Background: an optimization exercise with open tools, aiming at small area, a short achievable clock period and few clock cycles per item. Do not read the settings as production practice.
Function was checked by simulation only, so behaviour that the tests miss may differ from the original.
Power and IR drop assume default switching activity.

## red
## Fib
module Fib
(
  input  clk,
  input  reset,
  input signed [32-1 : 0] fib_n,
  output signed [64-1 : 0] fib_return,
  output  fib_busy,
  input  fib_req
);
  function [63:0] rom(input [6:0] a);
    case (a)
      7'd0: rom = 64'h0000000000000000;
      7'd1: rom = 64'h0000000000000001;
      7'd2: rom = 64'h0000000000000001;
      7'd3: rom = 64'h0000000000000002;
      7'd4: rom = 64'h0000000000000003;
      7'd5: rom = 64'h0000000000000005;
      7'd6: rom = 64'h0000000000000008;
      7'd7: rom = 64'h000000000000000d;
      7'd8: rom = 64'h0000000000000015;
      7'd9: rom = 64'h0000000000000022;
      7'd10: rom = 64'h0000000000000037;
      7'd11: rom = 64'h0000000000000059;
      7'd12: rom = 64'h0000000000000090;
      7'd13: rom = 64'h00000000000000e9;
      7'd14: rom = 64'h0000000000000179;
      7'd15: rom = 64'h0000000000000262;
      7'd16: rom = 64'h00000000000003db;
      7'd17: rom = 64'h000000000000063d;
      7'd18: rom = 64'h0000000000000a18;
      7'd19: rom = 64'h0000000000001055;
      7'd20: rom = 64'h0000000000001a6d;
      7'd21: rom = 64'h0000000000002ac2;
      7'd22: rom = 64'h000000000000452f;
      7'd23: rom = 64'h0000000000006ff1;
  ...
clock: 5.0 ns
lec_check: 0
cap_margin: 20
core_margin: 2
core_utilization: 40
slew_margin: 20
run.sh (not shown) runs the stock make flow with config.mk's settings and CLKGATE_MAP_FILE= SYNTH_SCRIPT=/design/flow/synth_recipe.tcl, a recipe that flattens the netlist after the stock synthesis.
red: aborted in synthesis (1_2_yosys) (tool error)
Testbench counts of red, summed over its fixed seeds: cycles 1,024, requests 1,024.
--- input diff red..blue ---
- ABC_AREA now 0, previously not set
- SYNTH_MEMORY_MAX_BITS now 16384, previously not set
- ABC_CLOCK_PERIOD_IN_PS now 2500, previously not set
- SETUP_SLACK_MARGIN now 2.5, previously not set
Results
blue reached the end of the flow, and the finished layout is clean on the timing, design-rule and antenna checks.


Fib, a different RTL version from the one above (not shown whole).
Size in the first run: about 1,200 cells after synthesis, ~170 flip-flops, about 100 I/O pins, ~0.0084 mm2 of cells after synthesis.
export LEC_CHECK = 0
export ABC_AREA = 1
export CAP_MARGIN = 20
export CORE_MARGIN = 2
export CORE_UTILIZATION = 40
export PLACE_DENSITY = 0.75
export SETUP_SLACK_MARGIN = 2.7
export SLEW_MARGIN = 20
create_clock -name core_clock -period 5.0 [get_ports {clk}]
standard.sh (not shown) runs the stock make flow with config.mk's settings and CLKGATE_MAP_FILE= SYNTH_SCRIPT=/design/flow/synth_recipe.tcl, a recipe that flattens the netlist after the stock synthesis.
==> flow/flow/run.sh <==
#!/bin/bash
set -euo pipefail
export BUFFER_PORTS_ARGS="-buffer_cell sky130_fd_sc_hd__buf_1"
export CTS_ARGS="-sink_clustering_enable -repair_clock_nets -dont_use_dummy_load"
bash standard.sh > standard_flow.log 2>&1
The starting point finished with timing, DRC and antenna clean.
Testbench counts at the start, summed over its fixed seeds: cycles 1,024, requests 1,024.
Edit:
Settings changed: PLACE_DENSITY 0.75 to 0.85, SETUP_SLACK_MARGIN 2.7 to 2.4.
Result: Utilization falls by 2.9 points. Setup slack gets worse by 0.33 ns. Via count falls slightly. Clock skew rises by 0.013 ns. Total power barely changes. Count of clock-buffer cells in the layout does not change. Die area does not change. Clock power rises by a few percent. Register-to-register slack gets worse by 0.29 ns.
Edit:
==> flow/flow/run.sh (replaced) <==
#!/bin/bash
set -euo pipefail
export BUFFER_PORTS_ARGS="-buffer_cell sky130_fd_sc_hd__buf_1"
export CTS_ARGS="-sink_clustering_enable -repair_clock_nets -buf_list sky130_fd_sc_hd__clkbuf_8 -dont_use_dummy_load -sink_buffer_max_cap_derate 0.5"
bash standard.sh > standard_flow.log 2>&1
Settings changed: SETUP_SLACK_MARGIN 2.4 to 2.5.
Result: Die area is unchanged; wire length climbs slightly; worst setup slack improves by 0.10 ns; area after synthesis stays the same; final area hardly moves; first-iteration DRC count climbs by a few percent.


Fib, a different RTL version from the one above (not shown whole).
Size: about 1100 cells after synthesis, ~170 flip-flops.
clock: 5.0 ns
lec_check: 0
abc_area: 1
cap_margin: 20
core_margin: 2
core_utilization: 40
setup_slack_margin: 2.6
slew_margin: 20
==> flow/flow/run.sh <==
#!/bin/bash
set -euo pipefail
export BUFFER_PORTS_ARGS="-buffer_cell sky130_fd_sc_hd__buf_1"
export CTS_ARGS="-sink_clustering_enable -repair_clock_nets -buf_list sky130_fd_sc_hd__clkbuf_8 -dont_use_dummy_load"
bash standard.sh > standard_flow.log 2>&1
The baseline produced a clean layout.
Testbench counts at the start, summed over its fixed seeds: cycles 1,024, requests 1,024.
==> next run, changes <==
Settings changed: SETUP_SLACK_MARGIN 2.6 to 2.5, TNS_END_PERCENT set to 5.
Outcome: The changed run finished with timing, DRC and antenna clean. Power went down by 0.82%. Wire length decreases by 1.3%. Synthesized cell count is unchanged.

==> port drivers added, routing unchanged <==
Ports are ideal in the flow. The routed layouts listed here were re-timed in OpenROAD.
Step 1 sets driving cells, clkbuf_16 on the clock port and buf_2 on the other inputs (assumed; they add their load-dependent delay and slew).
Step 2, shift: input delay + t, output delay - t, t = (earliest + latest rising clock arrival at the registers) / 2. This alone moves slack from input paths to output paths.
Slacks: ideal / step 1 / step 2; pairs: ideal / step 1.
run | t (ns) | setup slack, ns | worst setup path after step 2 | slew at the worst register clock pin (ns) | worst data-port slew with drivers (ns)
blue | 0.489 | 2.239 / 2.254 / 1.765 | input to register | 0.09 / 0.09 | 0.14
the first run of note 2 | 0.471 | 2.668 / 2.667 / 2.196 | input to register | 0.08 / 0.08 | 0.07
the second run of note 2 | 0.470 | 2.342 / 2.366 / 1.897 | input to register | 0.09 / 0.09 | 0.04
the third run of note 2 | 0.494 | 2.444 / 2.464 / 1.970 | input to register | 0.13 / 0.13 | 0.05
the first run of note 3 | 0.477 | 2.438 / 2.434 / 1.957 | input to register | 0.11 / 0.11 | 0.05
the second run of note 3 | 0.492 | 2.365 / 2.396 / 1.904 | input to register | 0.12 / 0.12 | 0.03
After both steps every run listed still meets setup and hold. The setup slack of the first run of note 3, which loses most, moves by -0.004 ns with the drivers and by -0.481 ns with both steps.
